This is an optimization exercise on Yosys and OpenROAD, whose aim is small area and a short achievable clock period, not a production implementation.
The RTL was checked by simulation tests, not by an equivalence proof against the original design.

--- flow/constraint.sdc ---
create_clock -name core_clock -period 27.0 [get_ports {clk}]
set_input_delay 5.4000 -clock core_clock [delete_from_list [all_inputs] [get_ports {clk}]]
set_output_delay 5.4000 -clock core_clock [all_outputs]
set_load 0.01 [all_outputs]
--- flow/config.mk ---
export PLATFORM = sky130hd
export DESIGN_NAME = FFT_TOB
export DESIGN_NICKNAME = FFT_TOB
export VERILOG_FILES = /design/flow/design.v
export SDC_FILE = /design/flow/constraint.sdc
export NUM_CORES = 4
export LEC_CHECK = 0
export CAP_MARGIN = 20
export CORE_MARGIN = 2
export CORE_UTILIZATION = 40
export CTS_BUF_LIST = sky130_fd_sc_hd__clkbuf_8 sky130_fd_sc_hd__clkbuf_16
export CTS_CLUSTER_DIAMETER = 120
export CTS_CLUSTER_SIZE = 25
export SLEW_MARGIN = 20
export BUFFER_PORTS_ARGS = -buffer_cell sky130_fd_sc_hd__buf_2
export SETUP_SLACK_MARGIN = 13.6
--- flow/design.v ---
module rca #(parameter W = 16) (
  input  wire [W-1:0] a,
  input  wire [W-1:0] b,
  input  wire         ci,
  output wire [W-1:0] s
);
  wire [W:0] c;
  assign c[0] = ci;
  genvar i;
  generate
    for (i = 0; i < W; i = i + 1) begin : bit_
      assign s[i]   = a[i] ^ b[i] ^ c[i];
      assign c[i+1] = (a[i] & b[i]) | (a[i] & c[i]) | (b[i] & c[i]);
    end
  endgenerate
endmodule
module tw_csa (
  input  wire [16:0] u,
  input  wire [17:0] v,
  input  wire        rm,
  input  wire [26:0] cst,
  output wire [15:0] z
);
  wire n1 = (u[16] & rm) ^ u[15];
  wire n2 = (u[16] & rm) & u[15];
  wire n3 = u[4] ^ v[3];
  wire n4 = u[4] & v[3];
  wire n5 = u[5] ^ v[4] ^ cst[8];
  wire n6 = (u[5] & v[4]) | (u[5] & cst[8]) | (v[4] & cst[8]);
  wire n7 = (u[6] & rm) ^ (u[3] & rm);
  wire n8 = ~(u[6] & rm) & ~(u[3] & rm);
  wire n9 = u[6] ^ v[5] ^ cst[9];
  wire n10 = (u[6] & v[5]) | (u[6] & cst[9]) | (v[5] & cst[9]);
  wire n11 = (u[7] & rm) ^ (u[4] & rm);
  wire n12 = ~(u[7] & rm) & ~(u[4] & rm);
  wire n13 = u[7] ^ v[6] ^ (v[0] & rm);
  wire n14 = (u[7] & v[6]) | (u[7] & (v[0] & rm)) | (v[6] & (v[0] & rm));
  wire n15 = ~cst[10] ^ (u[8] & rm) ^ (u[5] & rm);
  wire n16 = (~cst[10] & (u[8] & rm)) | (~cst[10] & (u[5] & rm)) | ((u[8] & rm) & (u[5] & rm));
  wire n17 = u[8] ^ u[0] ^ v[7];
  wire n18 = (u[8] & u[0]) | (u[8] & v[7]) | (u[0] & v[7]);
  wire n19 = (v[1] & rm) ^ cst[11] ^ ~(u[9] & rm);
  wire n20 = ((v[1] & rm) & cst[11]) | ((v[1] & rm) & ~(u[9] & rm)) | (cst[11] & ~(u[9] & rm));
  wire n21 = (u[6] & rm) ^ u[4];
  wire n22 = ~(u[6] & rm) & ~u[4];
  wire n23 = u[9] ^ u[1] ^ v[8];
  wire n24 = (u[9] & u[1]) | (u[9] & v[8]) | (u[1] & v[8]);
  wire n25 = (v[2] & rm) ^ cst[12] ^ ~(u[10] & rm);
  wire n26 = ((v[2] & rm) & cst[12]) | ((v[2] & rm) & ~(u[10] & rm)) | (cst[12] & ~(u[10] & rm));
  wire n27 = (u[7] & rm) ^ u[5] ^ v[4];
  wire n28 = ((u[7] & rm) & u[5]) | ((u[7] & rm) & v[4]) | (u[5] & v[4]);
  wire n29 = u[10] ^ u[2] ^ v[9];
  wire n30 = (u[10] & u[2]) | (u[10] & v[9]) | (u[2] & v[9]);
  wire n31 = (v[3] & rm) ^ cst[13] ^ ~(u[11] & rm);
  wire n32 = ((v[3] & rm) & cst[13]) | ((v[3] & rm) & ~(u[11] & rm)) | (cst[13] & ~(u[11] & rm));
  wire n33 = (u[8] & rm) ^ u[6] ^ v[5];
  wire n34 = ((u[8] & rm) & u[6]) | ((u[8] & rm) & v[5]) | (u[6] & v[5]);
  wire n35 = u[11] ^ u[3] ^ v[10];
  wire n36 = (u[11] & u[3]) | (u[11] & v[10]) | (u[3] & v[10]);
  wire n37 = (v[4] & rm) ^ cst[14] ^ ~(u[12] & rm);
  wire n38 = ((v[4] & rm) & cst[14]) | ((v[4] & rm) & ~(u[12] & rm)) | (cst[14] & ~(u[12] & rm));
  wire n39 = (u[9] & rm) ^ u[7] ^ v[6];
  wire n40 = ((u[9] & rm) & u[7]) | ((u[9] & rm) & v[6]) | (u[7] & v[6]);
  wire n41 = u[12] ^ u[4] ^ v[11];
  wire n42 = (u[12] & u[4]) | (u[12] & v[11]) | (u[4] & v[11]);
  wire n43 = (v[5] & rm) ^ cst[15] ^ ~(u[13] & rm);
  wire n44 = ((v[5] & rm) & cst[15]) | ((v[5] & rm) & ~(u[13] & rm)) | (cst[15] & ~(u[13] & rm));
  wire n45 = (u[10] & rm) ^ u[8] ^ v[7];
  wire n46 = ((u[10] & rm) & u[8]) | ((u[10] & rm) & v[7]) | (u[8] & v[7]);
  wire n47 = u[13] ^ u[5] ^ v[12];
  wire n48 = (u[13] & u[5]) | (u[13] & v[12]) | (u[5] & v[12]);
  wire n49 = (v[6] & rm) ^ cst[16] ^ ~(u[14] & rm);
  wire n50 = ((v[6] & rm) & cst[16]) | ((v[6] & rm) & ~(u[14] & rm)) | (cst[16] & ~(u[14] & rm));
  wire n51 = (u[11] & rm) ^ u[9] ^ v[8];
  wire n52 = ((u[11] & rm) & u[9]) | ((u[11] & rm) & v[8]) | (u[9] & v[8]);
  wire n53 = u[14] ^ u[6] ^ v[13];
  wire n54 = (u[14] & u[6]) | (u[14] & v[13]) | (u[6] & v[13]);
  wire n55 = (v[7] & rm) ^ cst[17] ^ ~(u[15] & rm);
  wire n56 = ((v[7] & rm) & cst[17]) | ((v[7] & rm) & ~(u[15] & rm)) | (cst[17] & ~(u[15] & rm));
  wire n57 = (u[12] & rm) ^ u[10] ^ v[9];
  wire n58 = ((u[12] & rm) & u[10]) | ((u[12] & rm) & v[9]) | (u[10] & v[9]);
  wire n59 = u[7] ^ v[14] ^ (v[8] & rm);
  wire n60 = (u[7] & v[14]) | (u[7] & (v[8] & rm)) | (v[14] & (v[8] & rm));
  wire n61 = cst[18] ^ n1 ^ ~(u[13] & rm);
  wire n62 = (cst[18] & n1) | (cst[18] & ~(u[13] & rm)) | (n1 & ~(u[13] & rm));
  wire n63 = u[11] ^ v[10] ^ ~1'b1;
  wire n64 = (u[11] & v[10]) | (u[11] & ~1'b1) | (v[10] & ~1'b1);
  wire n65 = u[8] ^ v[15] ^ (v[9] & rm);
  wire n66 = (u[8] & v[15]) | (u[8] & (v[9] & rm)) | (v[15] & (v[9] & rm));
  wire n67 = cst[19] ^ n2 ^ ~u[16];
  wire n68 = (cst[19] & n2) | (cst[19] & ~u[16]) | (n2 & ~u[16]);
  wire n69 = (u[14] & rm) ^ u[12] ^ v[11];
  wire n70 = ((u[14] & rm) & u[12]) | ((u[14] & rm) & v[11]) | (u[12] & v[11]);
  wire n71 = u[9] ^ v[16] ^ (v[10] & rm);
  wire n72 = (u[9] & v[16]) | (u[9] & (v[10] & rm)) | (v[16] & (v[10] & rm));
  wire n73 = ~cst[20] ^ (u[15] & rm) ^ u[13];
  wire n74 = (~cst[20] & (u[15] & rm)) | (~cst[20] & u[13]) | ((u[15] & rm) & u[13]);
  wire n75 = v[12] ^ 1'b1;
  wire n76 = ~v[12] & 1'b1;
  wire n77 = (u[16] & rm) ^ u[10] ^ (v[11] & rm);
  wire n78 = ((u[16] & rm) & u[10]) | ((u[16] & rm) & (v[11] & rm)) | (u[10] & (v[11] & rm));
  wire n79 = ~cst[21] ^ u[14] ^ v[17];
  wire n80 = (~cst[21] & u[14]) | (~cst[21] & v[17]) | (u[14] & v[17]);
  wire n81 = v[13] ^ 1'b1;
  wire n82 = ~v[13] & 1'b1;
  wire n83 = u[11] ^ (v[12] & rm) ^ cst[22];
  wire n84 = (u[11] & (v[12] & rm)) | (u[11] & cst[22]) | ((v[12] & rm) & cst[22]);
  wire n85 = u[2] ^ v[1] ^ cst[5];
  wire n86 = (u[2] & v[1]) | (u[2] & cst[5]) | (v[1] & cst[5]);
  wire n87 = u[3] ^ v[2] ^ cst[6];
  wire n88 = (u[3] & v[2]) | (u[3] & cst[6]) | (v[2] & cst[6]);
  wire n89 = cst[7] ^ n3 ^ ~(u[5] & rm);
  wire n90 = (cst[7] & n3) | (cst[7] & ~(u[5] & rm)) | (n3 & ~(u[5] & rm));
  wire n91 = (u[2] & rm) ^ u[0];
  wire n92 = ~(u[2] & rm) & ~u[0];
  wire n93 = n4 ^ n5 ^ n7;
  wire n94 = (n4 & n5) | (n4 & n7) | (n5 & n7);
  wire n95 = u[1] ^ v[0] ^ ~1'b1;
  wire n96 = (u[1] & v[0]) | (u[1] & ~1'b1) | (v[0] & ~1'b1);
  wire n97 = n6 ^ n8 ^ n9;
  wire n98 = (n6 & n8) | (n6 & n9) | (n8 & n9);
  wire n99 = ~n11 ^ u[2] ^ v[1];
  wire n100 = (~n11 & u[2]) | (~n11 & v[1]) | (u[2] & v[1]);
  wire n101 = n10 ^ n12 ^ n13;
  wire n102 = (n10 & n12) | (n10 & n13) | (n12 & n13);
  wire n103 = u[3] ^ v[2] ^ n15;
  wire n104 = (u[3] & v[2]) | (u[3] & n15) | (v[2] & n15);
  wire n105 = n14 ^ n17 ^ n19;
  wire n106 = (n14 & n17) | (n14 & n19) | (n17 & n19);
  wire n107 = ~n21 ^ v[3] ^ n16;
  wire n108 = (~n21 & v[3]) | (~n21 & n16) | (v[3] & n16);
  wire n109 = n18 ^ n20 ^ n22;
  wire n110 = (n18 & n20) | (n18 & n22) | (n20 & n22);
  wire n111 = n23 ^ n25 ^ ~n27;
  wire n112 = (n23 & n25) | (n23 & ~n27) | (n25 & ~n27);
  wire n113 = n24 ^ n26 ^ n29;
  wire n114 = (n24 & n26) | (n24 & n29) | (n26 & n29);
  wire n115 = ~n31 ^ n28 ^ n33;
  wire n116 = (~n31 & n28) | (~n31 & n33) | (n28 & n33);
  wire n117 = n30 ^ n32 ^ n35;
  wire n118 = (n30 & n32) | (n30 & n35) | (n32 & n35);
  wire n119 = ~n37 ^ n34 ^ n39;
  wire n120 = (~n37 & n34) | (~n37 & n39) | (n34 & n39);
  wire n121 = n36 ^ n38 ^ n41;
  wire n122 = (n36 & n38) | (n36 & n41) | (n38 & n41);
  wire n123 = ~n43 ^ n40 ^ n45;
  wire n124 = (~n43 & n40) | (~n43 & n45) | (n40 & n45);
  wire n125 = n42 ^ n44 ^ n47;
  wire n126 = (n42 & n44) | (n42 & n47) | (n44 & n47);
  wire n127 = ~n49 ^ n46 ^ n51;
  wire n128 = (~n49 & n46) | (~n49 & n51) | (n46 & n51);
  wire n129 = n48 ^ n50 ^ n53;
  wire n130 = (n48 & n50) | (n48 & n53) | (n50 & n53);
  wire n131 = ~n55 ^ n52 ^ n57;
  wire n132 = (~n55 & n52) | (~n55 & n57) | (n52 & n57);
  wire n133 = n54 ^ n56 ^ n59;
  wire n134 = (n54 & n56) | (n54 & n59) | (n56 & n59);
  wire n135 = ~n61 ^ n58 ^ n63;
  wire n136 = (~n61 & n58) | (~n61 & n63) | (n58 & n63);
  wire n137 = n60 ^ n62 ^ n65;
  wire n138 = (n60 & n62) | (n60 & n65) | (n62 & n65);
  wire n139 = ~n67 ^ n64 ^ n69;
  wire n140 = (~n67 & n64) | (~n67 & n69) | (n64 & n69);
  wire n141 = n66 ^ n68 ^ n71;
  wire n142 = (n66 & n68) | (n66 & n71) | (n68 & n71);
  wire n143 = n70 ^ n73 ^ n75;
  wire n144 = (n70 & n73) | (n70 & n75) | (n73 & n75);
  wire n145 = n72 ^ n76 ^ n77;
  wire n146 = (n72 & n76) | (n72 & n77) | (n76 & n77);
  wire n147 = n74 ^ n79 ^ n81;
  wire n148 = (n74 & n79) | (n74 & n81) | (n79 & n81);
  wire n149 = n78 ^ n82 ^ n83;
  wire n150 = (n78 & n82) | (n78 & n83) | (n82 & n83);
  wire n151 = u[15] ^ v[14] ^ n80;
  wire n152 = (u[15] & v[14]) | (u[15] & n80) | (v[14] & n80);
  wire n153 = u[16] ^ u[12] ^ (v[13] & rm);
  wire n154 = (u[16] & u[12]) | (u[16] & (v[13] & rm)) | (u[12] & (v[13] & rm));
  wire n155 = cst[23] ^ n84 ^ ~v[15];
  wire n156 = (cst[23] & n84) | (cst[23] & ~v[15]) | (n84 & ~v[15]);
  wire n157 = u[13] ^ (v[14] & rm) ^ cst[24];
  wire n158 = (u[13] & (v[14] & rm)) | (u[13] & cst[24]) | ((v[14] & rm) & cst[24]);
  wire n159 = v[16] ^ 1'b1;
  wire n160 = ~v[16] & 1'b1;
  wire n161 = u[14] ^ v[17] ^ (v[15] & rm);
  wire n162 = (u[14] & v[17]) | (u[14] & (v[15] & rm)) | (v[17] & (v[15] & rm));
  wire n163 = u[15] ^ (v[16] & rm);
  wire n164 = u[15] & (v[16] & rm);
  wire n165 = u[1] ^ v[0];
  wire n166 = u[1] & v[0];
  wire n167 = ~n85 ^ (u[3] & rm) ^ (u[0] & rm);
  wire n168 = (~n85 & (u[3] & rm)) | (~n85 & (u[0] & rm)) | ((u[3] & rm) & (u[0] & rm));
  wire n169 = n86 ^ n87 ^ ~(u[4] & rm);
  wire n170 = (n86 & n87) | (n86 & ~(u[4] & rm)) | (n87 & ~(u[4] & rm));
  wire n171 = n88 ^ n89 ^ n91;
  wire n172 = (n88 & n89) | (n88 & n91) | (n89 & n91);
  wire n173 = n90 ^ n92 ^ n93;
  wire n174 = (n90 & n92) | (n90 & n93) | (n92 & n93);
  wire n175 = n94 ^ n97 ^ ~n96;
  wire n176 = (n94 & n97) | (n94 & ~n96) | (n97 & ~n96);
  wire n177 = n98 ^ n101 ^ ~n100;
  wire n178 = (n98 & n101) | (n98 & ~n100) | (n101 & ~n100);
  wire n179 = n102 ^ n105 ^ ~n104;
  wire n180 = (n102 & n105) | (n102 & ~n104) | (n105 & ~n104);
  wire n181 = n106 ^ n109 ^ n111;
  wire n182 = (n106 & n109) | (n106 & n111) | (n109 & n111);
  wire n183 = n110 ^ n112 ^ n113;
  wire n184 = (n110 & n112) | (n110 & n113) | (n112 & n113);
  wire n185 = n114 ^ n117 ^ ~n116;
  wire n186 = (n114 & n117) | (n114 & ~n116) | (n117 & ~n116);
  wire n187 = n118 ^ n121 ^ ~n120;
  wire n188 = (n118 & n121) | (n118 & ~n120) | (n121 & ~n120);
  wire n189 = n122 ^ n125 ^ ~n124;
  wire n190 = (n122 & n125) | (n122 & ~n124) | (n125 & ~n124);
  wire n191 = n126 ^ n129 ^ ~n128;
  wire n192 = (n126 & n129) | (n126 & ~n128) | (n129 & ~n128);
  wire n193 = n130 ^ n133 ^ ~n132;
  wire n194 = (n130 & n133) | (n130 & ~n132) | (n133 & ~n132);
  wire n195 = n134 ^ n137 ^ ~n136;
  wire n196 = (n134 & n137) | (n134 & ~n136) | (n137 & ~n136);
  wire n197 = n138 ^ n141 ^ ~n140;
  wire n198 = (n138 & n141) | (n138 & ~n140) | (n141 & ~n140);
  wire n199 = n142 ^ n145 ^ ~n144;
  wire n200 = (n142 & n145) | (n142 & ~n144) | (n145 & ~n144);
  wire n201 = n146 ^ n149 ^ ~n148;
  wire n202 = (n146 & n149) | (n146 & ~n148) | (n149 & ~n148);
  wire n203 = n150 ^ n153 ^ n155;
  wire n204 = (n150 & n153) | (n150 & n155) | (n153 & n155);
  wire n205 = n154 ^ n156 ^ n157;
  wire n206 = (n154 & n156) | (n154 & n157) | (n156 & n157);
  wire n207 = cst[25] ^ n158 ^ n160;
  wire n208 = (cst[25] & n158) | (cst[25] & n160) | (n158 & n160);
  wire n209 = cst[26] ^ n162 ^ n163;
  wire n210 = (cst[26] & n162) | (cst[26] & n163) | (n162 & n163);
  wire n211 = cst[2] ^ (u[0] & rm);
  wire n212 = cst[2] & ~(u[0] & rm);
  wire n213 = u[0] ^ cst[3] ^ ~(u[1] & rm);
  wire n214 = (u[0] & cst[3]) | (u[0] & ~(u[1] & rm)) | (cst[3] & ~(u[1] & rm));
  wire n215 = cst[4] ^ n165 ^ ~(u[2] & rm);
  wire n216 = (cst[4] & n165) | (cst[4] & ~(u[2] & rm)) | (n165 & ~(u[2] & rm));
  wire n217 = n166 ^ ~n167 ^ 1'b1;
  wire n218 = (n166 & ~n167) | (n166 & 1'b1) | (~n167 & 1'b1);
  wire n219 = ~n169 ^ (u[1] & rm) ^ n168;
  wire n220 = (~n169 & (u[1] & rm)) | (~n169 & n168) | ((u[1] & rm) & n168);
  wire n221 = n170 ^ n171 ^ 1'b1;
  wire n222 = (n170 & n171) | (n170 & 1'b1) | (n171 & 1'b1);
  wire n223 = n172 ^ n173 ^ ~n95;
  wire n224 = (n172 & n173) | (n172 & ~n95) | (n173 & ~n95);
  wire n225 = n174 ^ n175 ^ ~n99;
  wire n226 = (n174 & n175) | (n174 & ~n99) | (n175 & ~n99);
  wire n227 = n176 ^ n177 ^ ~n103;
  wire n228 = (n176 & n177) | (n176 & ~n103) | (n177 & ~n103);
  wire n229 = n178 ^ n179 ^ ~n107;
  wire n230 = (n178 & n179) | (n178 & ~n107) | (n179 & ~n107);
  wire n231 = n180 ^ n181 ^ ~n108;
  wire n232 = (n180 & n181) | (n180 & ~n108) | (n181 & ~n108);
  wire n233 = n182 ^ n183 ^ ~n115;
  wire n234 = (n182 & n183) | (n182 & ~n115) | (n183 & ~n115);
  wire n235 = n184 ^ n185 ^ ~n119;
  wire n236 = (n184 & n185) | (n184 & ~n119) | (n185 & ~n119);
  wire n237 = n186 ^ n187 ^ ~n123;
  wire n238 = (n186 & n187) | (n186 & ~n123) | (n187 & ~n123);
  wire n239 = n188 ^ n189 ^ ~n127;
  wire n240 = (n188 & n189) | (n188 & ~n127) | (n189 & ~n127);
  wire n241 = n190 ^ n191 ^ ~n131;
  wire n242 = (n190 & n191) | (n190 & ~n131) | (n191 & ~n131);
  wire n243 = n192 ^ n193 ^ ~n135;
  wire n244 = (n192 & n193) | (n192 & ~n135) | (n193 & ~n135);
  wire n245 = n194 ^ n195 ^ ~n139;
  wire n246 = (n194 & n195) | (n194 & ~n139) | (n195 & ~n139);
  wire n247 = n196 ^ n197 ^ ~n143;
  wire n248 = (n196 & n197) | (n196 & ~n143) | (n197 & ~n143);
  wire n249 = n198 ^ n199 ^ ~n147;
  wire n250 = (n198 & n199) | (n198 & ~n147) | (n199 & ~n147);
  wire n251 = n200 ^ n201 ^ ~n151;
  wire n252 = (n200 & n201) | (n200 & ~n151) | (n201 & ~n151);
  wire n253 = n202 ^ n203 ^ ~n152;
  wire n254 = (n202 & n203) | (n202 & ~n152) | (n203 & ~n152);
  wire n255 = n204 ^ n205 ^ ~n159;
  wire n256 = (n204 & n205) | (n204 & ~n159) | (n205 & ~n159);
  wire n257 = n161 ^ n206 ^ n207;
  wire n258 = (n161 & n206) | (n161 & n207) | (n206 & n207);
  wire n259 = n208 ^ n209 ^ 1'b1;
  wire n260 = (n208 & n209) | (n208 & 1'b1) | (n209 & 1'b1);
  wire n261 = 1'b1 ^ n211;
  wire n262 = 1'b1 & ~n211;
  wire n263 = n212 ^ n213 ^ n262;
  wire n264 = (n212 & n213) | (n212 & n262) | (n213 & n262);
  wire n265 = n214 ^ n215 ^ n264;
  wire n266 = (n214 & n215) | (n214 & n264) | (n215 & n264);
  wire n267 = n216 ^ n217 ^ n266;
  wire n268 = (n216 & n217) | (n216 & n266) | (n217 & n266);
  wire n269 = n218 ^ ~n219 ^ n268;
  wire n270 = (n218 & ~n219) | (n218 & n268) | (~n219 & n268);
  wire n271 = ~n220 ^ n221 ^ n270;
  wire n272 = (~n220 & n221) | (~n220 & n270) | (n221 & n270);
  wire n273 = n222 ^ n223 ^ n272;
  wire n274 = (n222 & n223) | (n222 & n272) | (n223 & n272);
  wire n275 = n224 ^ n225 ^ n274;
  wire n276 = (n224 & n225) | (n224 & n274) | (n225 & n274);
  wire n277 = n226 ^ n227 ^ n276;
  wire n278 = (n226 & n227) | (n226 & n276) | (n227 & n276);
  wire n279 = n228 ^ n229 ^ n278;
  wire n280 = (n228 & n229) | (n228 & n278) | (n229 & n278);
  wire n281 = n230 ^ n231 ^ n280;
  wire n282 = (n230 & n231) | (n230 & n280) | (n231 & n280);
  wire n283 = n232 ^ n233 ^ n282;
  wire n284 = (n232 & n233) | (n232 & n282) | (n233 & n282);
  wire n285 = n234 ^ n235 ^ n284;
  wire n286 = (n234 & n235) | (n234 & n284) | (n235 & n284);
  wire n287 = n236 ^ n237 ^ n286;
  wire n288 = (n236 & n237) | (n236 & n286) | (n237 & n286);
  wire n289 = n238 ^ n239 ^ n288;
  wire n290 = (n238 & n239) | (n238 & n288) | (n239 & n288);
  wire n291 = n240 ^ n241 ^ n290;
  wire n292 = (n240 & n241) | (n240 & n290) | (n241 & n290);
  wire n293 = n242 ^ n243 ^ n292;
  wire n294 = (n242 & n243) | (n242 & n292) | (n243 & n292);
  wire n295 = n244 ^ n245 ^ n294;
  wire n296 = (n244 & n245) | (n244 & n294) | (n245 & n294);
  wire n297 = n246 ^ n247 ^ n296;
  wire n298 = (n246 & n247) | (n246 & n296) | (n247 & n296);
  wire n299 = n248 ^ n249 ^ n298;
  wire n300 = (n248 & n249) | (n248 & n298) | (n249 & n298);
  wire n301 = n250 ^ n251 ^ n300;
  wire n302 = (n250 & n251) | (n250 & n300) | (n251 & n300);
  wire n303 = n252 ^ n253 ^ n302;
  wire n304 = (n252 & n253) | (n252 & n302) | (n253 & n302);
  wire n305 = n254 ^ n255 ^ n304;
  wire n306 = (n254 & n255) | (n254 & n304) | (n255 & n304);
  wire n307 = n256 ^ n257 ^ n306;
  wire n308 = (n256 & n257) | (n256 & n306) | (n257 & n306);
  wire n309 = n258 ^ n259 ^ n308;
  wire n310 = (n258 & n259) | (n258 & n308) | (n259 & n308);
  assign z = {n309, n307, n305, n303, n301, n299, n297, n295, n293, n291, n289, n287, n285, n283, n281, n279};
endmodule
module tw_prep (
  input  wire [15:0] ar, ai,
  input  wire        w1, w3, w9, w2, w6,
  output wire [16:0] y0, y1,
  output wire        od_p, od_n, os_p, os_n
);
  wire [16:0] xr = {ar[15], ar}, xi = {ai[15], ai};
  wire [16:0] ts, g;
  rca #(17) u_ts (.a(xr), .b(xi), .ci(1'b0), .s(ts));    
  rca #(17) u_g  (.a(xi), .b(~xr), .ci(1'b0), .s(g));    
  assign od_p = g[16] & ~g[15];     
  assign od_n = ~g[16] & g[15];     
  assign os_p = ~ts[16] & ts[15];   
  assign os_n = ts[16] & ~ts[15];   
  assign y0 = w3 ? xi : w9 ? ~xr : w2 ? ts : w6 ? g : xr;
  assign y1 = w3 ? xr : w9 ? ~xi : w2 ? g : w6 ? ~ts : xi;
endmodule
module tw_mul (
  input  wire [16:0] y0, y1,
  input  wire        w1, w3, w9, w2, w6,
  input  wire        od_p, od_n, os_p, os_n,
  output wire [15:0] zr, zi
);
  wire rm = w1 | w3 | w9;
  wire [26:0] kr = w9 ? 27'd2676 : w6 ? 27'd1448 : 27'd0;
  wire [26:0] ki = w1 ? 27'd784 : (w3 | w9) ? 27'd1892 : (w2 | w6) ? 27'd1448 : 27'd0;
  wire [26:0] br = w1 ? 27'd1892 : w3 ? 27'd784 : w9 ? -27'd1892 : w2 ? 27'd1448 : w6 ? -27'd1448 : 27'd0;
  wire [26:0] bi = w1 ? -27'd784 : w3 ? -27'd1892 : w9 ? 27'd784 : (w2 | w6) ? -27'd1448 : 27'd0;
  wire [26:0] cr = kr + (od_p ? -(br << 16) : od_n ? (br << 16) : 27'd0);
  wire [26:0] ci = ki + (os_p ? -(bi << 16) : os_n ? (bi << 16) : 27'd0);
  wire [16:0] ui = y1 ^ {17{w3}};
  wire [16:0] vi = y0 ^ {17{~w3}};
  tw_csa u_re (.u(y0), .v(rm ? {y1[16], y1} : {y0, 1'b0}), .rm(rm), .cst(cr), .z(zr));
  tw_csa u_im (.u(ui), .v(rm ? {vi[16], vi} : {y1, 1'b0}), .rm(rm), .cst(ci), .z(zi));
endmodule
module FFT_TOB (
  input  wire signed [15:0] Input_re,
  input  wire signed [15:0] Input_Im,
  input  wire               cordic_Valid,
  input  wire               clk,
  input  wire               rst,
  output wire signed [15:0] Output_FFT_Re,
  output wire signed [15:0] Output_FFT_Im,
  output wire               Data_Valid
);
  reg [3:0] p;
  reg       dv;
  always @(posedge clk or negedge rst)
    if (!rst) begin
      p  <= 4'd0;
      dv <= 1'b0;
    end else begin
      if (cordic_Valid) p <= p + 4'd1;
      if (p == 4'd14)   dv <= 1'b1;
    end
  assign Data_Valid = dv;
  wire p3 = p[3], p2 = p[2], p1 = p[1], p0 = p[0];
  wire first = (p == 4'd0);
  wire last  = (p == 4'd15);
  reg [127:0] d1r, d1i;    
  reg [63:0]  d2r, d2i;    
  reg [31:0]  d3r, d3i;    
  reg [15:0]  d4r, d4i;    
  reg [15:0]  zr, zi;      
  reg [16:0]  y0, y1;      
  reg         yw1, yw3, yw9, yw2, yw6, yw4, yodp, yodn, yosp, yosn;
  reg [15:0]  ar, ai;      
  reg [15:0]  br, bi;      
  wire [15:0] xr = Input_re, xi = Input_Im;
  wire [15:0] r1r = d1r[127:112], r1i = d1i[127:112];
  wire [15:0] r2r = d2r[63:48],   r2i = d2i[63:48];
  wire [15:0] r3r = d3r[31:16],   r3i = d3i[31:16];
  wire [15:0] r4r = d4r,          r4i = d4i;
  wire [15:0] a1r, a1i, b1r, b1i;
  rca u_a1r (.a(r1r), .b(xr),  .ci(1'b0), .s(a1r));
  rca u_a1i (.a(r1i), .b(xi),  .ci(1'b0), .s(a1i));
  rca u_b1r (.a(r1r), .b(~xr), .ci(1'b1), .s(b1r));
  rca u_b1i (.a(r1i), .b(~xi), .ci(1'b1), .s(b1i));
  wire [15:0] s1r = p3 ? a1r : r1r;
  wire [15:0] s1i = p3 ? a1i : r1i;
  wire [15:0] w1r = p3 ? b1r : xr;
  wire [15:0] w1i = p3 ? b1i : xi;
  wire c2 = ~p3 & p2;
  wire [15:0] b2r, b2i, a2r, a2i;
  rca u_b2r (.a(r2r), .b(~(c2 ? r1i : s1r)),      .ci(1'b1), .s(b2r));
  rca u_b2i (.a(r2i), .b(c2 ? r1r : ~s1i),        .ci(~c2),  .s(b2i));
  wire [15:0] w2r = p2 ? b2r : s1r;
  wire [15:0] w2i = p2 ? b2i : s1i;
  rca u_a2r (.a(r2r), .b(s1r), .ci(1'b0), .s(a2r));
  rca u_a2i (.a(r2i), .b(s1i), .ci(1'b0), .s(a2i));
  wire [3:0]  q   = p + 4'd2;
  wire [15:0] t2r = d2r[31:16], t2i = d2i[31:16];
  wire [15:0] t1r = d1r[95:80], t1i = d1i[95:80];
  wire        qsw = ~q[3] & q[2];
  wire [15:0] yr, yi;
  rca u_yr (.a(t2r), .b(qsw ? t1i : 16'd0),  .ci(1'b0), .s(yr));
  rca u_yi (.a(t2i), .b(qsw ? ~t1r : 16'd0), .ci(qsw), .s(yi));
  wire qw1 = (q == 4'd5);
  wire qw3 = (q == 4'd7) | (q == 4'd9);
  wire qw9 = (q == 4'd11);
  wire qw2 = (q == 4'd1) | (q == 4'd6);
  wire qw6 = (q == 4'd3) | (q == 4'd10);
  wire qw4 = (q == 4'd2);
  wire [16:0] py0, py1;
  wire        podp, podn, posp, posn;
  tw_prep u_prep (.ar(yr), .ai(yi), .w1(qw1), .w3(qw3), .w9(qw9), .w2(qw2), .w6(qw6),
                  .y0(py0), .y1(py1), .od_p(podp), .od_n(podn), .os_p(posp), .os_n(posn));
  wire [15:0] er, ei;
  tw_mul u_mul (.y0(y0), .y1(y1), .w1(yw1), .w3(yw3), .w9(yw9), .w2(yw2), .w6(yw6),
                .od_p(yodp), .od_n(yodn), .os_p(yosp), .os_n(yosn), .zr(er), .zi(ei));
  wire ymul = yw1 | yw3 | yw9 | yw2 | yw6;
  wire [15:0] ny0;
  rca u_ny0 (.a(~y0[15:0]), .b(16'd0), .ci(1'b1), .s(ny0));
  wire        x3  = p3 & p2;
  wire [15:0] mr  = x3 ? a2r : zr;
  wire [15:0] mi  = x3 ? a2i : zi;
  wire [15:0] b3r, b3i;
  rca u_b3r (.a(r3r), .b(~mr), .ci(1'b1), .s(b3r));
  rca u_b3i (.a(r3i), .b(~mi), .ci(1'b1), .s(b3i));
  wire [15:0] w3r = p1 ? b3r : mr;
  wire [15:0] w3i = p1 ? b3i : mi;
  wire c5 = p0 & ~p1;
  wire [15:0] s3r, s3i, a3r, a3i, o4r, o4i, e4r, e4i, sumr, sumi, a8r, a8i;
  rca u_a3r (.a(r3r), .b(zr), .ci(1'b0), .s(a3r));
  rca u_a3i (.a(r3i), .b(zi), .ci(1'b0), .s(a3i));
  wire [15:0] s3or = p1 ? a3r : r3r;
  wire [15:0] s3oi = p1 ? a3i : r3i;
  rca u_e4r (.a(r4r), .b(c5 ? r3i : a3r),  .ci(1'b0), .s(e4r));
  rca u_e4i (.a(r4i), .b(c5 ? ~r3r : a3i), .ci(c5),   .s(e4i));
  assign o4r = p0 ? e4r : r4r;
  assign o4i = p0 ? e4i : r4i;
  out_add u_or (.acc(first ? 16'd0 : ar), .x(xr), .o(o4r), .last(last), .sum(sumr), .y(Output_FFT_Re));
  out_add u_oi (.acc(first ? 16'd0 : ai), .x(xi), .o(o4i), .last(last), .sum(sumi), .y(Output_FFT_Im));
  wire [15:0] i4r = c5 ? r3i : a3r;
  wire [15:0] b4r, b4i;
  rca u_b4r (.a(r4r), .b(~i4r), .ci(1'b1), .s(b4r));
  rca u_b4i (.a(r4i), .b(c5 ? r3r : ~a3i), .ci(~c5), .s(b4i));
  rca u_a8r (.a(first ? 16'd0 : br), .b(xr ^ {16{p0}}), .ci(p0), .s(a8r));
  rca u_a8i (.a(first ? 16'd0 : bi), .b(xi ^ {16{p0}}), .ci(p0), .s(a8i));
  wire [15:0] w4r = last ? a8r : p0 ? b4r : s3or;
  wire [15:0] w4i = last ? a8i : p0 ? b4i : s3oi;
  always @(posedge clk) begin
    d1r <= {d1r[111:0], w1r};  d1i <= {d1i[111:0], w1i};
    d2r <= {d2r[47:0],  w2r};  d2i <= {d2i[47:0],  w2i};
    d3r <= {d3r[15:0],  w3r};  d3i <= {d3i[15:0],  w3i};
    d4r <= w4r;                d4i <= w4i;
    y0  <= py0;                y1  <= py1;
    yw1 <= qw1; yw3 <= qw3; yw9 <= qw9; yw2 <= qw2; yw6 <= qw6; yw4 <= qw4;
    yodp <= podp; yodn <= podn; yosp <= posp; yosn <= posn;
    zr  <= ymul ? er : yw4 ? y1[15:0] : y0[15:0];
    zi  <= ymul ? ei : yw4 ? ny0 : y1[15:0];
    ar  <= sumr;               ai  <= sumi;
    br  <= a8r;                bi  <= a8i;
  end
endmodule
module out_add (
  input  wire [15:0] acc,
  input  wire [15:0] x,
  input  wire [15:0] o,
  input  wire        last,
  output wire [15:0] sum,
  output wire [15:0] y
);
  assign sum = acc + x;
  assign y   = last ? sum : o;
endmodule
--- flow/standard.sh ---
#!/bin/bash
# synth_recipe.tcl (not shown) runs the flow's synth.tcl, then flattens the netlist and writes it again
# the make line also repeats each setting of config.mk as NAME=value (left out here)
make -C /OpenROAD-flow-scripts/flow DESIGN_CONFIG=/design/flow/config.mk WORK_HOME=/design/flow/orfs CLKGATE_MAP_FILE= SYNTH_SCRIPT=/design/flow/synth_recipe.tcl "${@:-finish}"
--- flow/flow/run.sh ---
#!/bin/bash
cp standard.sh standard_sh_copy.log
echo "export BUFFER_PORTS_ARGS = -buffer_cell sky130_fd_sc_hd__buf_2" >> config.mk
echo "export SETUP_SLACK_MARGIN = 13.6" >> config.mk
bash standard.sh > standard.log 2>&1
==> results of run 1 <==
## cell usage after synthesis, types with 5 or more instances
| cell type | instances |
|---|---|
| a2111oi_0 | 18 |
| a211oi_1 | 16 |
| a21o_1 | 40 |
| a21oi_1 | 199 |
| a221oi_1 | 18 |
| a22oi_1 | 7 |
| a31oi_1 | 9 |
| and2_1 | 45 |
| and3_1 | 11 |
| buf_1 | 21 |
| buf_2 | 12 |
| clkbuf_1 | 110 |
| dfrtp_1 | 5 |
| dfxtp_1 | 620 |
| fa_1 | 550 |
| ha_1 | 106 |
| inv_1 | 586 |
| mux2_2 | 26 |
| mux2i_1 | 128 |
| nand2_1 | 274 |
| nand2b_1 | 34 |
| nand3_1 | 9 |
| nor2_1 | 220 |
| nor2b_1 | 9 |
| nor3_1 | 9 |
| o211ai_1 | 35 |
| o21a_1 | 10 |
| o21ai_0 | 188 |
| o21bai_1 | 5 |
| o22ai_1 | 6 |
| or3_1 | 6 |
| xnor2_1 | 96 |
| xor2_1 | 54 |
## registers in the layout, summed over array words and instances, names as in the netlist, 16 cells and up
register	count
d4i	16
ai	16
d4r	16
ar	16
zi	16
d1i	128
bi	16
y0	17
y1	17
d3r	32
br	16
d2i	64
d2r	64
d1r	128
d3i	32
zr	16
## cells by family after synthesis
family          share of synthesized area (%)
xor+xnor                                 3.64
mux                                      4.28
buf+inv                                  7.52
flops                                    34.1
fa+ha+maj                                33.5
simple gates                             7.33
compound gates                           9.64
## per-stage QoR
stage | area [µm²] | setup WS (ns)
4_1_cts | 39400 | 13.58
6_report | 39500 | 13.71
2_1_floorplan | 36800 | 13.63
5_1_grt | 39500 | 13.51
3_3_place_gp | 38300 | 13.24
3_5_place_dp | 38300 | 13.21
## worst paths after layout
path | startpoint | end | slack, ns | depth (start not counted)
worst max-delay path | Input_re[0] | Output_FFT_Re[14] | 13.71 | 13
worst min-delay path | d1r[54]$_DFF_P_ | d1r[70]$_DFF_P_ | 0.32 | 0
worst max register to register | yw3$_DFF_P_ | zr[15]$_DFF_P_ | 14.43 | 38
worst min register to register | d1r[54]$_DFF_P_ | d1r[70]$_DFF_P_ | 0.32 | 0
max in group asynchronous | rst | p[0]$_DFFE_PN0P_ | 22.19 | 1
min in group asynchronous | rst | dv$_DFFE_PN0N_ | 4.59 | 1
## cell type report
class,instances,area [µm²]
Clock buffer,28,701
Antenna cell,7,17.5
Timing Repair Buffer,110,746
Clock inverter,4,27.5
Inverter,587,2200
Tap cell,1186,1480
Multi-Input combinational cell,2182,21800
Sequential cell,625,12600
Fill cell,8869,51900
## timing repair
item / 4_1_cts / 5_1_grt
pin swaps: 11 / 11
setup endpoints to repair: 8 / 6
setup buffers: 11 / 4
hold buffers: 0 / 0
gates cloned: 2 / 0
resized for setup: 64 / 23
## per-layer routing
metal	global-route usage, %	up-vias	routed length [µm]
li1	-	11077	-
met1	27.0	11593	40400
met2	31.3	437	41300
met3	3.05	84	4270
met4	4.63	2	2310
met5	0.827	-	105
==> summary.md, run 1 <==
* **status** no timing/DRC/antenna violations
* **crit-path cells** buf_2 -> ha_1 -> inv_1 -> fa_2 -> nor2b_4 -> o21ai_2 -> a21oi_2 -> or4_1 -> a41o_2 -> a211o_1 -> o311ai_2 -> a21o_1 -> buf_2
* **sequential cell area fraction in the yosys report** 34.1%
* **global routing usage summed across all routing layers** 19.3%
* **Top delay family on crit path** compound AO/OA/AOI/OAI gates
* **wire length of the first global-routing pass** 140000 µm
* **critical path class** in -> out
* **worst clock skew on the final layout** 0.0421 ns
* **most frequent cells in the layout** 615 x dfxtp_1, 587 x inv_1, 503 x fa_1
* **Data arrival, critical path** 7.89 ns
* **largest net degree at the start of global routing** 78
* **IO buf count** 67
* **Total Neg Setup Slack** 0 ns
* **Finished Core Util** 43.2%
* **weighted congestion at the end of routability-driven global placement** 0.891
* **vias in the first global route** 24007
* **count of yosys warnings during synthesis** 1
* **ratio of routed vias to standard cells** 4.90
* **number of instances in the placed design** 4672
* **most frequent standard cell in the layout excluding fill and tap cells** dfxtp_1
* **post-route clock period utilization** 49.2%
* **biggest area consumer among synthesized cells** dfxtp_1
* **number of antenna violations at the first check in global routing** 6
* **synthesized area per cell** 10.4 µm²
* **overall die height** 307 µm
* **number of buffers created by CTS** 28
* **total clock sinks** 625
* **slew margin rel.** 38.0%
* **Crit path required time** 21.60 ns
* **DRC violation count after routing** 0
* **critical path fanouts, max** 6
* **number of failing setup endpoints in the final timing report** 0
* **most frequent cell on the critical path** buf_2
* **worst-case hold slack** 0.321 ns
* **final wirelength** 88400 µm
* **Initial Utilization** 40.3%
* **cell chosen for the clock root** clkbuf_16
* **Clock H-tree levels** 1
* **Synth Flop Type** dfxtp_1
* **half-perimeter wire length of the detailed placement result** 71100 µm
* **insertion delay to the later sink of the worst-skew pair** 0.62 ns
* **Fmax achieved** 75.2 MHz
* **transition time at the pin with the least slew margin** 0.930 ns
* **maximum root-to-sink buffer count** 3
* **average wire length per cell after detail routing** 18.7 µm
* **number of nets in the synthesized netlist** 4230
* **EDFF count, synth** 0
* **largest stage delay on the critical path** 0.46 ns
* **gate count after technology mapping** 3539
* **clock slew seen by the registers of the worst setup and hold paths** 0.09 ns
* **Worst Path Buf+Inv** 3
* **Die X** 307 µm
* **slowest CP cell** or4_1
* **number of non-filler instances in the completed layout** 4729
* **aggregate global routing overflow** 0
* **cell types with the largest area share after synthesis** dfxtp_1 34%, fa_1 30%, inv_1 6.0%
* **Std-Cell Core Area** 0.0914 mm²
* **Max Cap Violations** 0
* **Cell Area, Synth** 0.0368 mm²
* **setup repair after global routing missed its margin** yes
* **clock period minus worst slack** 13.29 ns
* **Hold Violations, Final** 0
* **total number of vias** 23193
* **count of distinct cell types in the synthesized netlist** 70
* **startpoint types** primary input
* **first-iteration detailed-routing DRC count** 1278
* **fraction of synthesis flops using an asynchronous set or reset pin** 0.800%
* **area growth from synthesis to layout** 7.35%
* **count of pins on the block boundary** 68
* **CTS tree** yes
* **crit path capture type** output port
* **Max Slew Vio Count** 0
* **Post-DRT Antenna Nets** 0
* **proportion of netlist area held by the largest area contributor** 33.7%
* **classification of the worst-slack hold path** reg -> reg
* **Die Footprint** 0.0945 mm²
* **fraction of final layout cells sized beyond drive strength 1** 7.69%
* **fin nets** 4225
* **number of rows in the core area** 111
* **number of iterations in the first detailed-routing pass** 5
* **number of synthesized register bits** 625
==> inputs of run 2 (changes only) <==
==> flow/flow/run.sh (replaced) <==
#!/bin/bash
cp standard.sh standard_sh_copy.log
echo "export BUFFER_PORTS_ARGS = -buffer_cell sky130_fd_sc_hd__buf_2" >> config.mk
echo "export SETUP_SLACK_MARGIN = 14.2" >> config.mk
bash standard.sh > standard.log 2>&1
--- a/flow/config.mk
+++ b/flow/config.mk
@@ -13,4 +13,4 @@
 export CTS_CLUSTER_SIZE = 25
 export SLEW_MARGIN = 20
 export BUFFER_PORTS_ARGS = -buffer_cell sky130_fd_sc_hd__buf_2
-export SETUP_SLACK_MARGIN = 13.6
+export SETUP_SLACK_MARGIN = 14.2
==> run 2 against run 1 <==
Compared with the run above: highest routed layer unchanged; critical path depth grew 10; clock skew grew 0.013 ns; critical path type is now reg -> out; hold slack lost 0.011 ns; fmax grew 0.98%.
==> summary.md, run 2 <==
* **sequential cell area fraction in the yosys report** 34.1%, unchanged
* **total number of vias** 23427, +1.0%
* **Die X** 307 µm, unchanged
* **aggregate global routing overflow** 0, unchanged
* **number of iterations in the first detailed-routing pass** 7, +2
* **fraction of synthesis flops using an asynchronous set or reset pin** 0.800%, unchanged
* **total cell area at the placement stage** 0.0383 mm², about the same
* **biggest registers after layout** d1i x128, d1r x128
* **global routing usage summed across all routing layers** 19.6%, +0.31 points
* **final wirelength** 90200 µm, +2.0%
* **count of yosys warnings during synthesis** 1, unchanged
* **startpoint types** register
* **gate count after technology mapping** 3539, unchanged
* **xor/xnor cell area share of the yosys netlist** 3.64%, unchanged
* **number of nets in the synthesized netlist** 4230, unchanged
* **area growth from synthesis to layout** 9.56%
* **CTS tree** yes
* **Worst Hold Endpoint** d1r[26]$_DFF_P_
* **largest net degree at the start of global routing** 84, +7.7%
* **vias in the first global route** 24011, +0.017%
* **overall die height** 307 µm, unchanged
* **first-iteration detailed-routing DRC count** 1590, +24%
* **Data arrival, critical path** 7.76 ns, -0.13 ns
* **EDFF count, synth** 0, unchanged
* **number of rows in the core area** 111, unchanged
* **synthesized-area fraction occupied by ao, oa, aoi and oai cells** 9.64%, unchanged
* **setup repair after global routing missed its margin** yes
* **synthesized area per cell** 10.4 µm², unchanged
* **Die Footprint** 0.0945 mm², unchanged
* **Hold Violations, Final** 0, unchanged
* **DRC violation count after routing** 0, unchanged
* **wire length of the first global-routing pass** 142000 µm, +1.2%
* **most frequent standard cell in the layout excluding fill and tap cells** dfxtp_1
* **Synth Flop Type** dfxtp_1
* **half-perimeter wire length of the detailed placement result** 70700 µm, -0.48%
* **average wire length per cell after detail routing** 19.0 µm, +1.5%
* **Post-DRT Antenna Nets** 0, unchanged
* **clock slew seen by the registers of the worst setup and hold paths** 0.10 ns, about the same
* **maximum root-to-sink buffer count** 3, unchanged
* **fin nets** 4254, +0.69%
* **cell chosen for the clock root** clkbuf_16
* **largest family of logic cells by synthesized area** adder cells
* **insertion delay to the later sink of the worst-skew pair** 0.65 ns, +0.03 ns
* **most frequent cells in the layout** 612 x dfxtp_1, 584 x inv_1, 472 x fa_1
* **proportion of netlist area held by the largest area contributor** 33.7%, unchanged
* **critical path fanouts, max** 2, -4
* **worst reg2reg startpoint** yw3$_DFF_P_
* **min-delay src** d1r[10]$_DFF_P_
* **most common library cells after synthesis** 620 x dfxtp_1, 586 x inv_1, 550 x fa_1, 274 x nand2_1, 220 x nor2_1
* **cell types with the largest area share after synthesis** dfxtp_1 34%, fa_1 30%, inv_1 6.0%
* **number of antenna violations at the first check in global routing** 2, -4
* **ratio of routed vias to standard cells** 4.93, +0.50%
* **Std-Cell Core Area** 0.0914 mm², unchanged
* **Max Slew Vio Count** 0, unchanged
* **M3 GR Usage** 2.92%, -0.13 points
* **simple-gate area share of the yosys netlist** 7.33%, unchanged
* **diode insertion count for antenna repair** 0, -7
* **Initial Utilization** 40.3%, unchanged
* **worst clock skew on the final layout** 0.0555 ns, +0.0134 ns
* **transition time at the pin with the least slew margin** 0.995 ns, +0.0655 ns
* **crit path capture type** output port
* **share of cell area taken by muxes after synthesis** 4.28%, unchanged
* **Fmax achieved** 76.0 MHz, +0.98%
* **cell with the most instances after synthesis** dfxtp_1
* **arithmetic-cell share of the synthesized area counting full adders, half adders and majority gates** 33.5%, unchanged
* **number of synthesized register bits** 625, unchanged
* **classification of the worst-slack hold path** reg -> reg
* **number of cells on the worst hold path** 0, unchanged
* **final non-filler cell area** 0.0403 mm², +2.1%
* **count of pins on the block boundary** 68, unchanged
* **clock period minus worst slack** 13.16 ns, -0.130 ns
* **status** no timing/DRC/antenna violations
* **biggest area consumer among synthesized cells** dfxtp_1
* **number of buffers created by CTS** 29, +3.6%
* **total clock sinks** 625, unchanged
* **highest-utilization routing layer at the global route stage** met2
* **number of failing setup endpoints in the final timing report** 0, unchanged
* **Cell Area, Synth** 0.0368 mm², unchanged
* **Register-to-Register Path Depth** 38, unchanged
* **Total Neg Setup Slack** 0 ns, unchanged
* **fraction of final layout cells sized beyond drive strength 1** 10.5%, +2.8 points
* **weighted congestion at the end of routability-driven global placement** 0.881, -1.1%
* **critical path class** reg -> out
* **Crit path required time** 21.60 ns, about the same
* **count of distinct cell types in the synthesized netlist** 70, unchanged
* **Max Cap Violations** 0, unchanged
* **endpoint of the worst register-to-register path** zr[15]$_DFF_P_
* **global routing usage on met1** 27.6%, +0.56 points
* **slew margin rel.** 33.6%, -4.4 points
* **IO buf count** 67, unchanged
* **Clock H-tree levels** 1, unchanged
* **post-route clock period utilization** 48.7%, -0.48 points
* **flop2flop setup slack** 14.97 ns, +0.54 ns
* **met2 global-route usage** 31.9%, +0.59 points
[run 2: cell counts after synthesis]
No cell type changed its count.
[run 2: per-layer routing]
metal	wire (µm)	part of all wire [%]
met5	11	0.012
met4	2250	2.5
met2	42400	47
met1	41000	45
met3	4490	5.0
[run 2: area by class of cell]
| type | count | area [µm²] |
|---|---|---|
| clock buffer | 29 | 726 |
| clock inverter | 6 | 60.1 |
| fill | 8580 | 51100 |
| inverter | 587 | 2210 |
| multi-input combinational | 2182 | 22200 |
| sequential | 625 | 12600 |
| tap | 1186 | 1480 |
| timing repair buffer | 138 | 1130 |
[run 2: per-stage QoR]
step	setup WS (ns)	hold slack, ns	instances	util [%]
floorplan	14.22	0.310	3539	-
detailed placement	12.89	0.312	4671	41.9
CTS	13.70	0.302	4739	43.7
finish	13.84	0.310	4753	44.1
global placement	12.90	0.310	4671	41.9
global route	13.51	0.307	4753	44.1
[run 2: cell families after synthesis]
family                     count (synthesis)
xor gates and xnor gates                 151
DFF                                      625
adders and majority gates                657
and+or+nand+nor                          630
muxes                                    154
AOI/OAI and AO/OA                        590
buffers and inverters                    732
[run 2: what timing repair did]
item | 4_1_cts | 5_1_grt
cloned | 4 | 0
endpoints found under the setup margin | 22 | 25
pin swaps | 49 | 40
setup buffers | 29 | 14
hold buffers | 0 | 0
resized for setup | 138 | 60
[run 2: critical path, stage by stage (launching register included)]
cell	delay [ns]
dfxtp_2	0.35
ha_4	0.16
fa_2	0.59
nor2_2	0.05
a21oi_2	0.14
inv_1	0.07
fa_2	0.35
fa_2	0.37
fa_2	0.38
fa_2	0.37
fa_2	0.37
fa_2	0.38
fa_2	0.38
fa_2	0.38
fa_2	0.37
fa_2	0.35
fa_2	0.36
fa_2	0.36
fa_2	0.34
fa_1	0.48
nand2_1	0.05
o211ai_1	0.17
o31ai_1	0.14
buf_2	0.19
[run 2: worst max-delay path by stage]
stage / end / slack (ns) / startpoint
floorplan: Output_FFT_Im[15] / 14.22 / d3i[16]$_DFF_P_
global placement: Output_FFT_Re[14] / 12.90 / p[1]$_DFFE_PN0P_
detailed placement: Output_FFT_Re[14] / 12.89 / p[1]$_DFFE_PN0P_
CTS: Output_FFT_Im[14] / 13.70 / zi[0]$_DFF_P_
global route: Output_FFT_Im[14] / 13.51 / zi[0]$_DFF_P_
finish: Output_FFT_Im[14] / 13.84 / zi[0]$_DFF_P_
==> inputs of run 3 (changes only) <==
--- a/flow/config.mk
+++ b/flow/config.mk
@@ -12,5 +12,6 @@
 export CTS_CLUSTER_DIAMETER = 120
 export CTS_CLUSTER_SIZE = 25
 export SLEW_MARGIN = 20
+export TNS_END_PERCENT = 0
 export BUFFER_PORTS_ARGS = -buffer_cell sky130_fd_sc_hd__buf_2
 export SETUP_SLACK_MARGIN = 14.2
==> run 3 against run 2 <==
Compared with the run above: utilization fell by 0.89 points; fmax decreased by 1.4%; highest routed layer unchanged; hold slack about the same; clock-buffer cell count is the same; area after synthesis unchanged; global-route usage shrank 0.15 points; first-iteration DRC count fell by 2.1%.
==> summary.md, run 3 <==
* **status** no timing/DRC/antenna violations
* **largest net degree at the start of global routing** 84, unchanged
* **Std-Cell Core Area** 0.0914 mm², unchanged
* **Post-DRT Antenna Nets** 0, unchanged
* **classification of the worst-slack hold path** reg -> reg
* **number of nets in the synthesized netlist** 4230, unchanged
* **clock slew seen by the registers of the worst setup and hold paths** 0.09 ns, about the same
* **number of antenna violations at the first check in global routing** 3, +1
* **count of pins on the block boundary** 68, unchanged
* **aggregate global routing overflow** 0, unchanged
* **insertion delay to the later sink of the worst-skew pair** 0.65 ns, about the same
* **number of non-filler instances in the completed layout** 4721, -0.67%
* **gate count after technology mapping** 3539, unchanged
* **total number of vias** 23253, -0.74%
* **Total Neg Setup Slack** 0 ns, unchanged
* **Crit path required time** 21.60 ns, about the same
* **weighted congestion at the end of routability-driven global placement** 0.881, unchanged
* **IO buf count** 67, unchanged
* **most frequent cells in the layout** 612 x dfxtp_1, 587 x inv_1, 506 x fa_1
* **Worst Hold Endpoint** d1r[26]$_DFF_P_
* **Clock H-tree levels** 1, unchanged
* **half-perimeter wire length of the detailed placement result** 70700 µm, unchanged
* **crit path capture type** output port
* **count of yosys warnings during synthesis** 1, unchanged
* **arithmetic-cell share of the synthesized area counting full adders, half adders and majority gates** 33.5%, unchanged
* **EDFF count, synth** 0, unchanged
* **startpoint types** primary input
* **Die Footprint** 0.0945 mm², unchanged
* **Sequential Area** 0.0126 mm², unchanged
* **origin of the worst setup path** Input_re[0]
* **simple-gate area share of the yosys netlist** 7.33%, unchanged
* **total clock sinks** 625, unchanged
* **synthesized area per cell** 10.4 µm², unchanged
* **number of rows in the core area** 111, unchanged
* **xor/xnor cell area share of the yosys netlist** 3.64%, unchanged
* **number of iterations in the first detailed-routing pass** 5, -2
* **fraction of final layout cells sized beyond drive strength 1** 7.30%, -3.2 points
* **critical path class** in -> out
* **transition time at the pin with the least slew margin** 0.976 ns, -0.0191 ns
* **min-delay src** d1r[10]$_DFF_P_
* **clock period minus worst slack** 13.35 ns, +0.192 ns
* **number of synthesized register bits** 625, unchanged
* **Synth Flop Type** dfxtp_1
* **largest family of logic cells by synthesized area** adder cells
* **count of distinct cell types in the synthesized netlist** 70, unchanged
* **cell with the most instances after synthesis** dfxtp_1
* **Max Slew Vio Count** 0, unchanged
* **Data arrival, critical path** 7.95 ns, +0.19 ns
* **most common library cells after synthesis** 620 x dfxtp_1, 586 x inv_1, 550 x fa_1, 274 x nand2_1, 220 x nor2_1
* **endpoint of the worst register-to-register path** zr[15]$_DFF_P_
* **total cell area at the placement stage** 0.0383 mm², unchanged
* **multi-input gate area in the final layout** 0.0217 mm², -2.0%
* **Die X** 307 µm, unchanged
* **overall die height** 307 µm, unchanged
* **biggest area consumer among synthesized cells** dfxtp_1
* **most frequent standard cell in the layout excluding fill and tap cells** dfxtp_1
* **global routing usage summed across all routing layers** 19.5%, -0.15 points
* **Fmax achieved** 74.9 MHz, -1.4%
* **critical path fanouts, max** 6, +4
* **DRC violation count after routing** 0, unchanged
* **number of buffers added to fix hold violations after cts** 0, unchanged
* **number of failing setup endpoints in the final timing report** 0, unchanged
* **Setup WS post-layout** 13.65 ns, -0.192 ns
* **number of cells on the worst hold path** 0, unchanged
* **Max Cap Violations** 0, unchanged
* **worst setup slack before clock tree synthesis** 12.89 ns, unchanged
* **share of cell area taken by muxes after synthesis** 4.28%, unchanged
* **proportion of netlist area held by the largest area contributor** 33.7%, unchanged
* **number of instances in the placed design** 4671, unchanged
* **fill cell instance count of the final layout** 8652, +0.84%
* **number of buffers created by CTS** 29, unchanged
* **CTS tree** yes
* **area growth from synthesis to layout** 7.35%
* **setup repair after global routing missed its margin** yes
* **final wirelength** 89100 µm, -1.2%
* **biggest registers after layout** d1i x128, d1r x128
* **Hold Violations, Final** 0, unchanged
* **fin nets** 4220, -0.80%
* **slew margin rel.** 34.9%, +1.3 points
* **cell chosen for the clock root** clkbuf_16
* **final non-filler cell area** 0.0395 mm², -2.0%
* **worst clock skew on the final layout** 0.0560 ns, +0.000475 ns
* **Register-to-Register Path Depth** 38, unchanged
* **vias in the first global route** 23769, -1.0%
* **first-iteration detailed-routing DRC count** 1557, -2.1%
* **average wire length per cell after detail routing** 18.9 µm, -0.50%
* **maximum root-to-sink buffer count** 3, unchanged
* **post-route clock period utilization** 49.5%, +0.71 points
* **flop2flop setup slack** 14.44 ns, -0.53 ns
* **worst reg2reg startpoint** yw3$_DFF_P_
* **synthesized-area fraction occupied by ao, oa, aoi and oai cells** 9.64%, unchanged
* **cell types with the largest area share after synthesis** dfxtp_1 34%, fa_1 30%, inv_1 6.0%
* **wire length of the first global-routing pass** 141000 µm, -0.48%
* **sequential cell area fraction in the yosys report** 34.1%, unchanged
* **fraction of synthesis flops using an asynchronous set or reset pin** 0.800%, unchanged
* **ratio of routed vias to standard cells** 4.93, about the same
* **Cell Area, Synth** 0.0368 mm², unchanged
* **Initial Utilization** 40.3%, unchanged
[run 3: area by class of cell]
cell class | count | share of cell area [%]
diodes | 2 | 0.0127
clock buffers | 29 | 1.84
clock inverters | 6 | 0.152
inverters | 587 | 5.58
multi-input cells | 2182 | 55.0
flip-flops and latches | 625 | 31.8
well taps | 1186 | 3.75
repair buffers | 104 | 1.93
[run 3: repair_timing]
action	4_1_cts	5_1_grt
pin swaps	13	4
gates resized for setup	54	5
endpoints found under the setup margin	22	26
gates cloned	4	0
buffers inserted	8	1
[run 3: how the worst max path moves through the flow]
stage | end | slack (ns)
after CTS | Output_FFT_Im[14] | 13.64
after global routing | Output_FFT_Im[14] | 13.45
after detailed placement | Output_FFT_Re[14] | 12.89
final | Output_FFT_Re[14] | 13.65
after global placement | Output_FFT_Re[14] | 12.90
after floorplan | Output_FFT_Im[15] | 14.22
[run 3: through the flow]
step                hold slack, ns  util, %
finish                       0.309     43.2
global placement             0.310     41.9
CTS                          0.302     43.2
detailed placement           0.312     41.9
floorplan                    0.310        -
global route                 0.307     43.2
[run 3: critical path: stages]
cell and delay, ns:
buf_2 0.15, ha_1 0.21, inv_1 0.08, fa_1 0.26, nor2b_4 0.05, o21ai_2 0.14, a21oi_2 0.10, or4_1 0.46
a41o_2 0.28, a211o_1 0.30, o311ai_1 0.12, a21o_1 0.23, buf_2 0.15
[run 3: kinds of logic after synthesis]
family / after synthesis
AND/OR/NAND/NOR: 630
XOR/XNOR: 151
flip-flops: 625
AO/OA/AOI/OAI: 590
multiplexers: 154
buffers and inverters: 732
adder cells (fa/ha/maj): 657
[run 3: layer usage]
metal	track usage, %	share of wire (%)
met5	0	0.029
met4	3.32	1.7
met3	2.29	4.2
met2	32.0	48
met1	28.0	46
==> inputs of run 4 (changes only) <==
==> flow/flow/run.sh (replaced) <==
#!/bin/bash
cp standard.sh standard_sh_copy.log
echo "export BUFFER_PORTS_ARGS = -buffer_cell sky130_fd_sc_hd__buf_2" >> config.mk
echo "export SETUP_SLACK_MARGIN = 13.9" >> config.mk
bash standard.sh > standard.log 2>&1
--- a/flow/config.mk
+++ b/flow/config.mk
@@ -11,7 +11,7 @@
 export CTS_BUF_LIST = sky130_fd_sc_hd__clkbuf_8 sky130_fd_sc_hd__clkbuf_16
 export CTS_CLUSTER_DIAMETER = 120
 export CTS_CLUSTER_SIZE = 25
+export PLACE_DENSITY = 0.75
 export SLEW_MARGIN = 20
-export TNS_END_PERCENT = 0
 export BUFFER_PORTS_ARGS = -buffer_cell sky130_fd_sc_hd__buf_2
-export SETUP_SLACK_MARGIN = 14.2
+export SETUP_SLACK_MARGIN = 13.9
==> run 4 against run 3 <==
Compared with the run above: critical endpoint is now Output_FFT_Im[14]; utilization increased by 0.39 points; non-clock buffer count up 22; still clean on timing, DRC and antenna; die area is the same; synthesized cell count unchanged.
==> summary.md, run 4 <==
* **Die Footprint** 0.0945 mm², unchanged
* **Hold Violations, Final** 0, unchanged
* **ratio of routed vias to standard cells** 5.08, +3.2%
* **total cell area at the placement stage** 0.0383 mm², about the same
* **share of cell area taken by muxes after synthesis** 4.28%, unchanged
* **half-perimeter wire length of the detailed placement result** 69500 µm, -1.7%
* **largest net degree at the start of global routing** 78, -7.1%
* **diode insertion count for antenna repair** 0, -2
* **cell chosen for the clock root** clkbuf_16
* **Initial Utilization** 40.3%, unchanged
* **first-iteration detailed-routing DRC count** 2007, +29%
* **biggest area consumer among synthesized cells** dfxtp_1
* **clock period minus worst slack** 13.15 ns, -0.201 ns
* **most frequent cell on the critical path** fa_2
* **post-route clock period utilization** 48.7%, -0.75 points
* **arithmetic-cell share of the synthesized area counting full adders, half adders and majority gates** 33.5%, unchanged
* **number of antenna violations at the first check in global routing** 1, -2
* **count of yosys warnings during synthesis** 1, unchanged
* **synthesized area per cell** 10.4 µm², unchanged
* **critical path class** reg -> out
* **slowest CP cell** fa_2
* **Crit path required time** 21.60 ns, about the same
* **transition time at the pin with the least slew margin** 1.09 ns, +0.117 ns
* **clock slew seen by the registers of the worst setup and hold paths** 0.11 ns, +0.02 ns
* **Max Cap Violations** 0, unchanged
* **most frequent standard cell in the layout excluding fill and tap cells** dfxtp_1
* **Finished Core Util** 43.6%, +0.39 points
* **overall die height** 307 µm, unchanged
* **weighted congestion at the end of routability-driven global placement** 0.903, +2.6%
* **Max Slew Vio Count** 0, unchanged
* **count of pins on the block boundary** 68, unchanged
* **sequential cell area fraction in the yosys report** 34.1%, unchanged
* **IO buf count** 67, unchanged
* **number of synthesized register bits** 625, unchanged
* **final non-filler cell area** 0.0399 mm², +0.91%
* **biggest registers after layout** d1i x128, d1r x128
* **DRC violation count after routing** 0, unchanged
* **startpoint types** register
* **proportion of netlist area held by the largest area contributor** 33.7%, unchanged
* **largest family of logic cells by synthesized area** adder cells
* **status** no timing/DRC/antenna violations
* **critical path fanouts, max** 2, -4
* **EDFF count, synth** 0, unchanged
* **multi-input gate area in the final layout** 0.0220 mm², +1.3%
* **insertion delay to the later sink of the worst-skew pair** 0.61 ns, -0.04 ns
* **gate count after technology mapping** 3539, unchanged
* **Total Neg Setup Slack** 0 ns, unchanged
* **number of nets in the synthesized netlist** 4230, unchanged
* **simple-gate area share of the yosys netlist** 7.33%, unchanged
* **synthesized-area fraction occupied by ao, oa, aoi and oai cells** 9.64%, unchanged
* **vias in the first global route** 24657, +3.7%
* **worst clock skew on the final layout** 0.0253 ns, -0.0307 ns
* **cell with the most instances after synthesis** dfxtp_1
* **most common library cells after synthesis** 620 x dfxtp_1, 586 x inv_1, 550 x fa_1, 274 x nand2_1, 220 x nor2_1
* **number of iterations in the first detailed-routing pass** 5, unchanged
* **total number of vias** 24070, +3.5%
* **xor/xnor cell area share of the yosys netlist** 3.64%, unchanged
* **largest stage delay on the critical path** 0.59 ns, +0.13 ns
* **Data arrival, critical path** 7.75 ns, -0.20 ns
* **average wire length per cell after detail routing** 18.5 µm, -2.0%
* **Std-Cell Core Area** 0.0914 mm², unchanged
* **Clock H-tree levels** 1, unchanged
* **cell types with the largest area share after synthesis** dfxtp_1 34%, fa_1 30%, inv_1 6.0%
* **slew margin rel.** 26.9%, -8.0 points
* **most frequent cells in the layout** 612 x dfxtp_1, 584 x inv_1, 497 x fa_1
* **CTS tree** yes
* **fill cell instance count of the final layout** 8398, -2.9%
* **number of buffers created by CTS** 28, -3.4%
* **setup repair after global routing missed its margin** yes
==> run 4: per-layer routing <==
metal | track usage, % | wire length (µm)
met1 | 26.2 | 38000
met2 | 31.6 | 42500
met3 | 2.04 | 5010
met4 | 4.20 | 2150
met5 | 0 | 0
==> run 4: through the flow <==
stage	hold slack, ns	cells	worst slack, ns
floorplan	0.310	3539	13.90
global placement	0.310	4670	12.72
detailed placement	0.312	4670	12.69
CTS	0.321	4725	13.81
global route	0.323	4737	13.66
finish	0.316	4737	13.85
==> run 4: final cells by class <==
cell class / instances / share of cell area, %
Sequential cell: 625 / 31.5
Timing Repair Buffer: 126 / 2.29
Clock inverter: 3 / 0.0596
Multi-Input combinational cell: 2182 / 55.2
Inverter: 587 / 5.53
Clock buffer: 28 / 1.76
Tap cell: 1186 / 3.72
==> run 4: critical path: cells and delay by family, from the launching register on <==
| family | cells | cell delay (ns) |
|---|---|---|
| adder cells (fa/ha/maj) | 16 | 6.00 |
| buffers and inverters | 2 | 0.25 |
| flip-flops | 1 | 0.35 |
| AND/OR/NAND/NOR | 2 | 0.10 |
| AO/OA/AOI/OAI | 3 | 0.41 |
==> run 4: path summary, 6_finish.rpt <==
| path | from | endpoint | slack, ns | cells past startpoint |
|---|---|---|---|---|
| max | d3i[16]$_DFF_P_ | Output_FFT_Im[14] | 13.85 | 23 |
| min | d1i[23]$_DFF_P_ | d1i[39]$_DFF_P_ | 0.32 | 0 |
| max reg2reg | yw3$_DFF_P_ | zi[15]$_DFF_P_ | 15.07 | 37 |
| min reg2reg | d1i[23]$_DFF_P_ | d1i[39]$_DFF_P_ | 0.32 | 0 |
| max in group asynchronous | rst | p[3]$_DFFE_PN0P_ | 22.18 | 1 |
| min in group asynchronous | rst | dv$_DFFE_PN0N_ | 4.61 | 1 |
==> run 4: cell families (layout without fill, tap and decap cells) <==
logic type | Yosys count | in the layout
xor gates and xnor gates | 151 | 151
buffers and inverters | 732 | 744
and+or+nand+nor | 630 | 630
AOI/OAI and AO/OA | 590 | 590
adders and majority gates | 657 | 657
muxes | 154 | 154
DFF | 625 | 625
==> run 4: what timing repair did <==
item	in CTS	in global routing
endpoints found under the setup margin	15	13
setup buffers	23	11
hold buffers	0	0
gates resized for setup	99	32
pin swaps	29	33
gates cloned	1	0

-- re-timing with driven ports --
The results above use ideal ports. As a check the final layouts listed here were re-extracted and re-timed, cells and wires unchanged.
Step 1, drivers: a clkbuf_16 drives clk and a buf_2 each remaining input, both assumed.
Step 2 adds t to the input delays and takes it off the output delays; t is the mean of the earliest and latest rising clock arrival at the registers after step 1. Input paths then give back, and output paths get back, about the clock's delay inside the block.
a / b / c = ideal ports / drivers / drivers and shift; a / b = the first two.
run	shift t [ns]	setup slack, ns	hold WS [ns]	clock arrival spread, ns
run 1	0.666	13.708 / 13.569 / 13.569	0.321 / 0.321 / 0.321	0.043 / 0.044
run 2	0.688	13.838 / 13.773 / 13.645	0.310 / 0.310 / 0.310	0.058 / 0.058
run 3	0.689	13.646 / 13.551 / 13.490	0.309 / 0.309 / 0.309	0.059 / 0.059
run 4	0.669	13.847 / 13.780 / 13.436	0.316 / 0.316 / 0.316	0.028 / 0.027
After both steps every run listed still meets setup and hold. The setup slack of run 4, which loses most, moves by -0.067 ns with the drivers and by -0.411 ns with both steps.
